This design comes from an exercise in tuning for small area on the open sky130 flow, not from production work.
In this exercise RTL edits were held to simulation tests only and were not proved equivalent to the original.
Power figures rest on the tool's default switching activity, not on a simulated workload.

`flow/config.mk`:
```
export PLATFORM = sky130hd
export DESIGN_NAME = datapath
export DESIGN_NICKNAME = datapath
export VERILOG_FILES = /design/flow/design.v
export SDC_FILE = /design/flow/constraint.sdc
export NUM_CORES = 4
export LEC_CHECK = 0
export CAP_MARGIN = 20
export CORE_MARGIN = 2
export CORE_UTILIZATION = 40
export SLEW_MARGIN = 20
```
`flow/constraint.sdc`:
```
create_clock -name core_clock -period 5.0 [get_ports {clk}]
set_input_delay 1.0000 -clock core_clock [delete_from_list [all_inputs] [get_ports {clk}]]
set_output_delay 1.0000 -clock core_clock [all_outputs]
set_load 0.01 [all_outputs]
```
`flow/run.sh`:
```
#!/bin/bash
# synth_recipe.tcl (not shown) runs the flow's synth.tcl, then flattens the netlist and writes it again
# the make line also repeats each setting of config.mk as NAME=value (left out here)
make -C /OpenROAD-flow-scripts/flow DESIGN_CONFIG=/design/flow/config.mk WORK_HOME=/design/flow/orfs CLKGATE_MAP_FILE= SYNTH_SCRIPT=/design/flow/synth_recipe.tcl finish
```
`flow/design.v`:
```
module regfile (writenum, readnum, write, data_in, clk, data_out) ;
  input write ;
  input clk ;
  input [2:0] writenum ;
  input [2:0] readnum ;
  input [15:0] data_in ;
  output [15:0] data_out ;
  wire [7:0] decoder1_out;  
  wire [7:0] decoder2_out;  
  wire load0 ; 
  wire load1 ; 
  wire load2 ;
  wire load3 ;
  wire load4 ;
  wire load5 ;
  wire load6 ;
  wire load7 ;
  wire [15:0] R0_out ; 
  wire [15:0] R1_out ; 
  wire [15:0] R2_out ; 
  wire [15:0] R3_out ;
  wire [15:0] R4_out ;
  wire [15:0] R5_out ;
  wire [15:0] R6_out ;
  wire [15:0] R7_out ;
  Dec #(3,8) decoder1 (.dec_in(writenum), .dec_out(decoder1_out));  
  assign load0 = decoder1_out[0] & write ;  
  assign load1 = decoder1_out[1] & write ;
  assign load2 = decoder1_out[2] & write ;
  assign load3 = decoder1_out[3] & write ;
  assign load4 = decoder1_out[4] & write ;
  assign load5 = decoder1_out[5] & write ;
  assign load6 = decoder1_out[6] & write ;
  assign load7 = decoder1_out[7] & write ;
  dflipflop #(16) R0 (.in(data_in),.clk(clk), .load(load0), .out(R0_out)) ;  
  dflipflop #(16) R1 (.in(data_in),.clk(clk), .load(load1), .out(R1_out)) ;  
  dflipflop #(16) R2 (.in(data_in),.clk(clk), .load(load2), .out(R2_out)) ;  
  dflipflop #(16) R3 (.in(data_in),.clk(clk), .load(load3), .out(R3_out)) ;  
  dflipflop #(16) R4 (.in(data_in),.clk(clk), .load(load4), .out(R4_out)) ;  
  dflipflop #(16) R5 (.in(data_in),.clk(clk), .load(load5), .out(R5_out)) ;  
  dflipflop #(16) R6 (.in(data_in),.clk(clk), .load(load6), .out(R6_out)) ;  
  dflipflop #(16) R7 (.in(data_in),.clk(clk), .load(load7), .out(R7_out)) ;  
  Dec #(3,8) decoder2(.dec_in(readnum),.dec_out(decoder2_out)) ;  
  Mux8a #(16) mux(.in0(R0_out), .in1(R1_out), .in2(R2_out), .in3(R3_out), .in4(R4_out), .in5(R5_out), .in6(R6_out), .in7(R7_out), .sel(decoder2_out), .out(data_out)) ;
endmodule
module dflipflop(in, clk, load, out);
  parameter p = 16 ;
	input [p-1:0] in ;
	input clk ;
	input load ;
	output reg [p-1:0] out ;
    always@(posedge clk) begin 
		if(load) 
			out <= in;  
	end
endmodule
module Dec( dec_in, dec_out) ;  
  parameter n = 3 ;
  parameter m = 8 ;
  input  [n-1:0] dec_in ;  
  output [m-1:0] dec_out ;  
  wire [m-1:0] dec_out = 1'b1 << dec_in ;  
endmodule
module Mux8a(in0, in1, in2, in3, in4, in5, in6, in7, sel, out) ;  
  parameter p = 1 ;
  input [p-1:0] in0, in1, in2, in3, in4, in5, in6, in7 ;   
  input [7:0] sel ;  
  output [p-1:0] out ; 
  reg [p-1:0] out ; 
  always @(*) begin
    case(sel) 
      8'b00000001: out = in0 ;  
      8'b00000010: out = in1 ;  
      8'b00000100: out = in2 ;
      8'b00001000: out = in3 ;
      8'b00010000: out = in4 ;
      8'b00100000: out = in5 ;
      8'b01000000: out = in6 ;
      8'b10000000: out = in7 ;
	  default: out =  {p{1'bx}} ;  
    endcase
  end
endmodule
module shifter(shift, b, shift_out);
parameter m = 2;
parameter n = 16 ;
input [m-1:0] shift ;
input [n-1:0] b ;  
output reg [n-1:0] shift_out ;
always @ (*) begin
	case(shift)
		2'b00: shift_out = b ;
		2'b01: shift_out = b << 1 ;  
		2'b10: shift_out = b >> 1 ;  
		2'b11: {shift_out[15], shift_out[14:0]} = {b[15], b[15:1]} ;  
		default: shift_out = 16'bx ; 
	endcase
end
endmodule 
module ALU (ain, bin, alu_out, ALUop, status_in);
parameter m = 16 ;
parameter n = 2 ;
input [m-1:0] ain ;
input [m-1:0] bin ;
input [n-1:0] ALUop ;
output reg [m-1:0] alu_out ;
output reg status_in ;
always @ (*) begin
	case(ALUop)
		2'b00: alu_out = ain + bin ;
		2'b01: alu_out = ain - bin ;
		2'b10: alu_out = ain & bin ;
		2'b11: alu_out = ain ;
	endcase
	if (alu_out == 16'b0)
		status_in = 1'b1 ;
	else
		status_in = 1'b0 ;
 end
endmodule
module datapath (datapath_in, vsel, asel, bsel, loada, loadb, loadc, loads, writenum, write, readnum, clk, ALUop, shift, datapath_out, status) ;
parameter m = 16 ;
input  [m-1:0] datapath_in ;
input  [0:0] vsel ;
input  [0:0] asel ;
input  [0:0] bsel ;
input  [0:0] loada ;
input  [0:0] loadb ;
input  [0:0] loadc ;
input  [0:0] loads ;
input  [2:0] writenum ;
input  [0:0] write ;
input  [2:0] readnum ;
input  [0:0] clk ;
input  [1:0] ALUop ;
input  [1:0] shift ;
output [m-1:0] datapath_out ;
output [0:0] status ;  
wire [m-1:0] data_in ;  
wire [m-1:0] data_out ;
wire [m-1:0] aout ;  
wire [m-1:0] bout ;  
wire [m-1:0] shift_out ;  
wire [m-1:0] Ain ;  
wire [m-1:0] Bin ;  
wire [m-1:0] alu_out ;  
wire [0:0] status_in ;  
Mux2in #(16) mux1 (.in0(datapath_in), .in1(datapath_out), .sel(vsel), .out(data_in)) ; 
regfile regfile (.writenum(writenum), .readnum(readnum), .write(write), .data_in(data_in), .clk(clk), .data_out(data_out)) ;
dflipflop #(16) apipe (.in(data_out), .clk(clk), .load(loada), .out(aout)) ;  
dflipflop #(16) bpipe (.in(data_out), .clk(clk), .load(loadb), .out(bout)) ;  
shifter #(2, 16) shifter (.shift(shift), .b(bout), .shift_out(shift_out)) ;
Mux2in #(16) muxasel(.in0(aout), .in1(16'b0), .sel(asel), .out(Ain)) ;  
Mux2in #(16) muxbsel(.in0(shift_out), .in1({11'b0, datapath_in[4:0]}), .sel(bsel), .out(Bin)) ;  
ALU #(16, 2) alu (.ain(Ain), .bin(Bin), .alu_out(alu_out), .ALUop(ALUop), .status_in(status_in)) ;
dflipflop #(16) cpipe (.in(alu_out), .clk(clk), .load(loadc), .out(datapath_out)) ;  
dflipflop #(1) statuspipe (.in(status_in), .clk(clk), .load(loads), .out(status)) ;
endmodule
module Mux2in(in0, in1, sel, out) ;  
  parameter p = 1 ;
  input [p-1:0] in0, in1 ;   
  input [0:0] sel ;  
  output [p-1:0] out ; 
  reg [p-1:0] out ; 
  always @(*) begin
    case(sel) 
      1'b1: out = in0 ;  
      1'b0: out = in1 ;  
        default: out =  {p{1'bx}} ;  
    endcase
  end
endmodule
```
==> results.ini, run 1 <==
[worst_setup_path]
cp-end-kind=register
cp_top_family=simple AND/OR/NAND/NOR gates
reg2reg_slack_ns=0.72
cp.buffers_inverters=4
crit_type=in2reg
worstPathRequired_ns=5.26
arrival_ns=4.94
r2r_end=statuspipe.out
path_cells=clkdlybuf4s50_1 -> nor2_1 -> a31o_2 -> inv_2 -> nor4_4 -> inv_1 -> or3_1 -> nor2_1 -> nor2_1 -> xnor2_1 -> ha_1 -> or2_1 -> buf_4 -> o311a_1 -> nor3_1 -> xor2_1 -> o21ai_0 -> or4_1 -> nor4_2
path_common_cell=nor2_1
reg2reg_depth=17
crit-reg2reg-launch=bpipe.out[2]
path_max_fanout=3
start_kind=primary input
max_stage_delay_ns=0.57
cp_slowest_cell=or4_1

[synthesis]
synthesis.area_mm2=0.00865
synth_edf_count=177
ys.flop_type=edfxtp_1
synthDistinctLibCells=67
yosys_warnings=6
seq_area_frac_synth_pct=61.4
synth_fp_nets=720
syn_area_per_cell_um2=13.0
syn_inst=668
synthArstFlopShare_pct=0
synth-seq-cells=177

[timing]
fin_setup_tns_ns=0
max_freq_ghz=0.214
worst_clock_skew_ns=0.0148
maxSlewHeadroom_pct=36.4
fin_crit_sh_pct=93.6
setup_ws_ns=0.321
finalHoldViolations=0
setup-violations-final=0
report.final.slew_viol_count=0
grt_setup_unrepaired=false
min_period_ns=4.68
tightestPinTransition_ns=0.951

[power]
power_density_mw_per_mm2=350
p_switching_mw=1.01
intPower_mw=2.72
p_comb_share_pct=17.9
power_frac_seq_pct=47.4
ir_drop_uv=201
p_sw_share_pct=27.1
clock_power_share_pct=34.7
leakagePower_nw=3.93

[placement]
dp.cells=1044
io_buffers=51
globalplace.congestion=0.875
place_area_mm2=0.00999
place_ws_ns=-0.518
dp_hpwl_um=14800

[clock_tree]
cts_tree=done
clock_sinks=177
h-tree-depth=4
clk_latency_ns=0.43
clockBufferDepth=2
cts_root_buf=clkbuf_16
hold_buffers=0
clk_pin_slew_worst_paths_ns=0.07
cts_inserted_buffers=17

[global_routing]
grt_antenna_before_repair=0
grt_pass1_wl_um=32600
grt.overflow.total=0
grt_start_max_net_pins=44
grt_pass1_vias=5943
track_usage_pct=19.0

[outcome]
status=timing/DRC/antenna clean

[detailed_routing]
wirelength_um=20600
drtIter0Drc=373
firstDrtPassIters=4
via_count=5813
via_per_inst=5.39
wl_per_cell_um=19.1
drc=0
ant_nets=0

[layout]
fillers=1801
final_cell_count_no_fill=1078
drive_above_1_share_pct=21.9
final_nets=842
diodes=0
postLayoutCellArea_mm2=0.0106
syn_to_final_growth_pct=23.0

[floorplanning]
rows=53
core_area_mm2=0.0212
dieArea_mm2=0.0228
io_pins=52
start_util_pct=40.9
die_w_um=151
die_h_um=151

[min_path]
whs_path_depth=2
holdPathEnd=bpipe.out[15]
holdCritStartpoint=regfile.R0.out[15]
hp-class=reg2reg

[run]
maxCapViolCount=0

-- cell families after synthesis --
logic type      Yosys count  synth area share [%]
simple gates            177                  10.1
mux                      58                  8.07
flops                   177                  61.4
compound gates          150                  12.3
fa+ha+maj                17                  2.54
xor+xnor                 22                  2.23
buf+inv                  67                  3.31
-- per-layer routing --
layer  vias up  routed length, um  track usage [%]
met4         0                259             5.79
met1      2896               9080             24.7
met2       106              10600             33.1
li1       2794                  -                -
met3        17                619             2.68
met5         -                  0                0
-- power groups by stage --
stage               Sequential, mW  Combinational, mW  Clock (mW)
finish                        1.77              0.666        1.29
global route                  1.78              0.730        1.38
CTS                           1.77              0.657        1.31
detailed placement            1.80              0.650           0
global placement              1.80              0.635           0
floorplan                     1.80              0.351           0
-- sequential cells by signal, summed over array words and instances, names as in the netlist --
signal          cells
apipe.out          16
bpipe.out          16
cpipe.out          16
regfile.R0.out     16
regfile.R1.out     16
regfile.R2.out     16
regfile.R3.out     16
regfile.R4.out     16
regfile.R5.out     16
regfile.R6.out     16
regfile.R7.out     16
statuspipe.out      1
-- cell usage after synthesis (3+ instances only) --
library cell,number,area share [%]
edfxtp_1,177,61
nor2_1,58,2.5
nand2_1,41,1.8
o21ai_0,32,1.9
inv_1,31,1.3
a21oi_1,28,1.6
mux2i_1,27,3.1
mux2_2,23,3.0
clkbuf_1,21,0.91
a221oi_1,20,2.0
ha_1,16,2.3
o211ai_1,14,1.2
and2_1,13,0.94
nand3_1,13,0.75
xnor2_1,12,1.2
nand2b_1,11,0.80
nor3_1,10,0.58
xor2_1,10,1.0
nor2b_1,8,0.58
mux4_2,7,1.8
a22o_1,6,0.61
or3_1,6,0.43
a211oi_1,5,0.43
a31oi_1,5,0.36
o21a_1,5,0.43
o31ai_1,5,0.43
buf_1,4,0.17
buf_2,4,0.23
buf_6,4,0.52
a21o_1,3,0.26
a21oi_2,3,0.30
o221ai_1,3,0.30
-- placed cells by master (no fill, tap or decap), types with 7 or more instances in the layout --
master and n:
a21oi_1 27, a221oi_1 20, and2_1 13, buf_4 82, clkbuf_16 17, clkdlybuf4s50_1 46, edfxtp_1 177, ha_1 16
inv_1 31, mux2_2 23, mux2i_1 26, mux4_2 7, nand2_1 41, nand2b_1 11, nand3_1 13, nor2_1 58
nor2b_1 8, nor3_1 7, o211ai_1 14, o21ai_0 31, xnor2_1 12, xor2_1 10
-- how the worst max path moves through the flow --
stage	from	end	cells past startpoint	slack (ns)
finish	datapath_in[0]	statuspipe.out	19	0.32
global route	datapath_in[0]	statuspipe.out	18	0.04
CTS	shift[0]	statuspipe.out	19	0.03
detailed placement	shift[1]	statuspipe.out	18	-0.52
global placement	shift[1]	statuspipe.out	18	-0.38
floorplan	shift[0]	statuspipe.out	17	0.18
-- final cells by class --
cell class | count | area (um^2) | area share, %
clock buffers | 17 | 425 | 3.99
clock inverters | 15 | 168 | 1.57
inverters | 34 | 128 | 1.20
multi-input cells | 424 | 3110 | 29.2
flip-flops and latches | 177 | 5320 | 49.9
well taps | 275 | 344 | 3.23
repair buffers | 136 | 1160 | 10.9
-- metrics by stage --
step | power [mW] | hold WS (ns) | utilization (%)
3_3_place_gp | 2.43 | 0.578 | 47.2
2_1_floorplan | 2.15 | 0.546 | -
4_1_cts | 3.74 | 0.605 | 50.1
3_5_place_dp | 2.45 | 0.585 | 47.2
5_1_grt | 3.88 | 0.651 | 50.3
6_report | 3.73 | 0.603 | 50.3
-- worst register-to-register path, cell delays in order, from the launching register on --
cell	delay, ns
edfxtp_1	0.48
mux2i_2	0.26
a221oi_1	0.16
nor4_4	0.30
inv_1	0.08
or3_1	0.33
nor2_1	0.10
nor2_1	0.05
xnor2_1	0.12
ha_1	0.19
or2_1	0.24
buf_4	0.14
o311a_1	0.32
nor3_1	0.25
xor2_1	0.18
o21ai_0	0.14
or4_1	0.57
nor4_2	0.21
-- timing repair --
item | 4_1_cts | 5_1_grt
pin swaps | 2 | 5
setup buffers | 0 | 2
setup endpoints to repair | 1 | 3
resized for setup | 5 | 13
gates cloned | 0 | 0
==> inputs of run 2 (changes only) <==
--- a/flow/config.mk
+++ b/flow/config.mk
@@ -7,2 +7,3 @@
 export LEC_CHECK = 0
+export ABC_AREA = 1
 export CAP_MARGIN = 20
@@ -10,2 +11,3 @@
 export CORE_UTILIZATION = 40
+export GPL_TIMING_DRIVEN = 0
 export SLEW_MARGIN = 20
==> results.ini, run 2 <==
[clock_tree]
cts_inserted_buffers=17  ; unchanged
hold_buffers=0  ; unchanged
clock_sinks=177  ; unchanged
h-tree-depth=4  ; unchanged
cts_tree=done
post_cts.repair.setup_buffers=0  ; unchanged
cts_root_buf=clkbuf_16
clockBufferDepth=2  ; unchanged
clk_pin_slew_worst_paths_ns=0.07  ; about the same
clk_latency_ns=0.43  ; about the same
cts_resized=0  ; -5

[worst_setup_path]
crit_type=in2reg
crit-reg2reg-launch=bpipe.out[1]
arrival_ns=4.79  ; -0.15 ns
path_max_fanout=10  ; +7
reg2reg_slack_ns=1.35  ; +0.63 ns
cp-end-kind=register
path_cells=clkdlybuf4s50_1 -> buf_6 -> inv_2 -> nand3_1 -> nand3_1 -> nand2_2 -> nand3_1 -> nor2_1 -> and2_1 -> a21oi_1 -> xor2_1 -> inv_1 -> ha_1 -> a21oi_1 -> a21boi_1 -> nand2_1 -> a21oi_1 -> o21ai_0 -> a21oi_1 -> nor2_1 -> nor2_1 -> nand2_1 -> nor3_2
cp_slowest_cell=clkdlybuf4s50_1
crit_start=shift[1]
worstPathRequired_ns=5.27  ; about the same
r2r_end=statuspipe.out
crit_end=statuspipe.out
max_stage_delay_ns=0.56  ; about the same
path_common_cell=a21oi_1
start_kind=primary input
reg2reg_depth=20  ; +3

[timing]
min_period_ns=4.52  ; -0.160 ns
worst_clock_skew_ns=0.0117  ; -0.00306 ns
grt_setup_unrepaired=false
maxSlewHeadroom_pct=38.6  ; +2.2 points
setup-violations-final=0  ; unchanged
max_freq_ghz=0.221  ; +3.5%
fin_setup_tns_ns=0  ; unchanged
report.final.slew_viol_count=0  ; unchanged
setup_ws_ns=0.480  ; +0.160 ns
tightestPinTransition_ns=0.920  ; -0.0307 ns
finalHoldViolations=0  ; unchanged
fin_crit_sh_pct=90.4  ; -3.2 points

[synthesis]
syn_area_per_cell_um2=10.3  ; -21%
synthArstFlopShare_pct=0  ; unchanged
synth_edf_count=177  ; unchanged
synth-seq-cells=177  ; unchanged
synth_commonest_cells=177 x edfxtp_1, 170 x inv_1, 113 x nand2_1
ys.flop_type=edfxtp_1
synth_fp_nets=910  ; +26%
synth_most_common_cell=edfxtp_1
synthesis.area_mm2=0.00880  ; +1.6%
synthTopCellsByArea=edfxtp_1 60%, inv_1 7.3%, nand2_1 4.8%
seq_area_frac_synth_pct=60.4  ; -0.99 points
synthDistinctLibCells=47  ; -30%
syn_inst=858  ; +28%
yosys_warnings=6  ; unchanged
synth.largest_area_cell=edfxtp_1
netlist.area_leader.share_pct=60.4  ; -0.99 points

[layout]
syn_to_final_growth_pct=16.6
final_common_cell=edfxtp_1
mostFrequentLayoutCells=177 x edfxtp_1, 170 x inv_1, 113 x nand2_1
fillers=1991  ; +11%
diodes=0  ; unchanged
final_nets=978  ; +16%
drive_above_1_share_pct=10.1  ; -12 points

[floorplanning]
io_pins=52  ; unchanged
rows=54  ; +1.9%
core_area_mm2=0.0217  ; +2.5%
die_w_um=152  ; +0.79%
dieArea_mm2=0.0232  ; +1.6%
die_h_um=152  ; +0.79%
start_util_pct=40.6  ; -0.36 points

[detailed_routing]
firstDrtPassIters=5  ; +1
ant_nets=0  ; unchanged
via_count=5964  ; +2.6%
via_per_inst=4.89  ; -9.3%
drtIter0Drc=349  ; -6.4%
drc=0  ; unchanged
wl_per_cell_um=15.8  ; -17%
wirelength_um=19200  ; -6.5%

[global_routing]
track_usage_pct=16.8  ; -2.2 points
grt_pass1_wl_um=30200  ; -7.3%
grt_start_max_net_pins=20  ; -55%
grt_antenna_before_repair=0  ; unchanged
grt_pass1_vias=5799  ; -2.4%
grt.overflow.total=0  ; unchanged

[placement]
dp_hpwl_um=14900  ; +0.23%
io_buffers=45  ; -12%
globalplace.congestion=0.872  ; -0.25%
place_ws_ns=0.0784  ; +0.597 ns

[power]
p_sw_share_pct=27.6  ; +0.47 points
leakagePower_nw=4.28  ; +8.8%
intPower_mw=2.61  ; -3.9%
p_comb_share_pct=15.4  ; -2.5 points
p_switching_uw=996  ; -1.6%
power_frac_seq_pct=49.0  ; +1.6 points
power_density_mw_per_mm2=352  ; +0.37%
ir_drop_uv=236  ; +17%
clock_power_share_pct=35.5  ; +0.8 points

[run]
maxCapViolCount=0  ; unchanged

[outcome]
status=timing/DRC/antenna clean

[min_path]
hp-class=reg2reg

run 2: changes by cell type in the layout (fill, tap and decap cells not counted), sizes merged, moves of 12 or more:
cell    before  now
clkbuf      18   33
a221oi      20    0
mux2i       27    0
inv         39  185
nand2       41  118
and2        13    1
o22ai        0   50
buf         87   15
a31oi        5   20
nand3       13   75
run 2: layout make-up:
cell class / count / area (um^2) / share of cell area [%]
inverter: 178 / 668 / 6.51
tap: 280 / 350 / 3.42
sequential: 177 / 5320 / 51.8
buffer: 27 / 133 / 1.29
clock buffer: 17 / 425 / 4.15
timing repair buffer: 49 / 503 / 4.90
multi-input combinational: 476 / 2700 / 26.3
clock inverter: 15 / 164 / 1.60
run 2: kinds of logic after synthesis:
family | synth area share [%]
xor+xnor | 1.69
flops | 60.4
simple gates | 14.1
mux | 2.05
buf+inv | 9.10
compound gates | 10.2
fa+ha+maj | 2.50
run 2: worst max-delay path, delay by kind of cell:
kind / cells / cell delay [ns]
adders and majority gates: 1 / 0.35
AOI/OAI and AO/OA: 6 / 1.14
xor gates and xnor gates: 1 / 0.14
and+or+nand+nor: 11 / 1.28
buffers and inverters: 4 / 0.89
run 2: how the worst min path moves through the flow:
stage                        from  cells past startpoint            end  slack, ns
2_1_floorplan   regfile.R1.out[0]                      2   apipe.out[0]       0.54
3_3_place_gp   regfile.R1.out[13]                      2  apipe.out[13]       0.58
3_5_place_dp   regfile.R1.out[14]                      2  bpipe.out[14]       0.59
4_1_cts        regfile.R1.out[14]                      2  bpipe.out[14]       0.61
5_1_grt         regfile.R1.out[2]                      2   apipe.out[2]       0.63
6_report       regfile.R1.out[13]                      2  bpipe.out[13]       0.61
run 2: power groups by stage:
stage,Sequential [mW],Combinational (mW),Clock (mW)
6_report,1.77,0.557,1.28
5_1_grt,1.78,0.622,1.35
4_1_cts,1.77,0.560,1.30
3_5_place_dp,1.80,0.557,0
3_3_place_gp,1.80,0.548,0
2_1_floorplan,1.80,0.353,0
run 2: metal layers:
metal  vias up  routed length [um]  GRT usage [%]
met2        83                9930           30.6
met3        25                 444           2.47
li1       3064                   -              -
met1      2792                8470           20.3
met4         0                 372           5.70
met5         -                   0              0
run 2: per-stage QoR:
step / cell area [um^2] / power (mW) / instances / hold slack, ns / util [%]
final: 10300 / 3.61 / 1219 / 0.613 / 47.3
after global routing: 10300 / 3.75 / 1219 / 0.627 / 47.3
after CTS: 10300 / 3.63 / 1219 / 0.608 / 47.3
after detailed placement: 9670 / 2.36 / 1187 / 0.590 / 44.6
after global placement: 9600 / 2.35 / 1183 / 0.578 / 44.2
after floorplan: 8800 / 2.15 / 858 / 0.538 / -
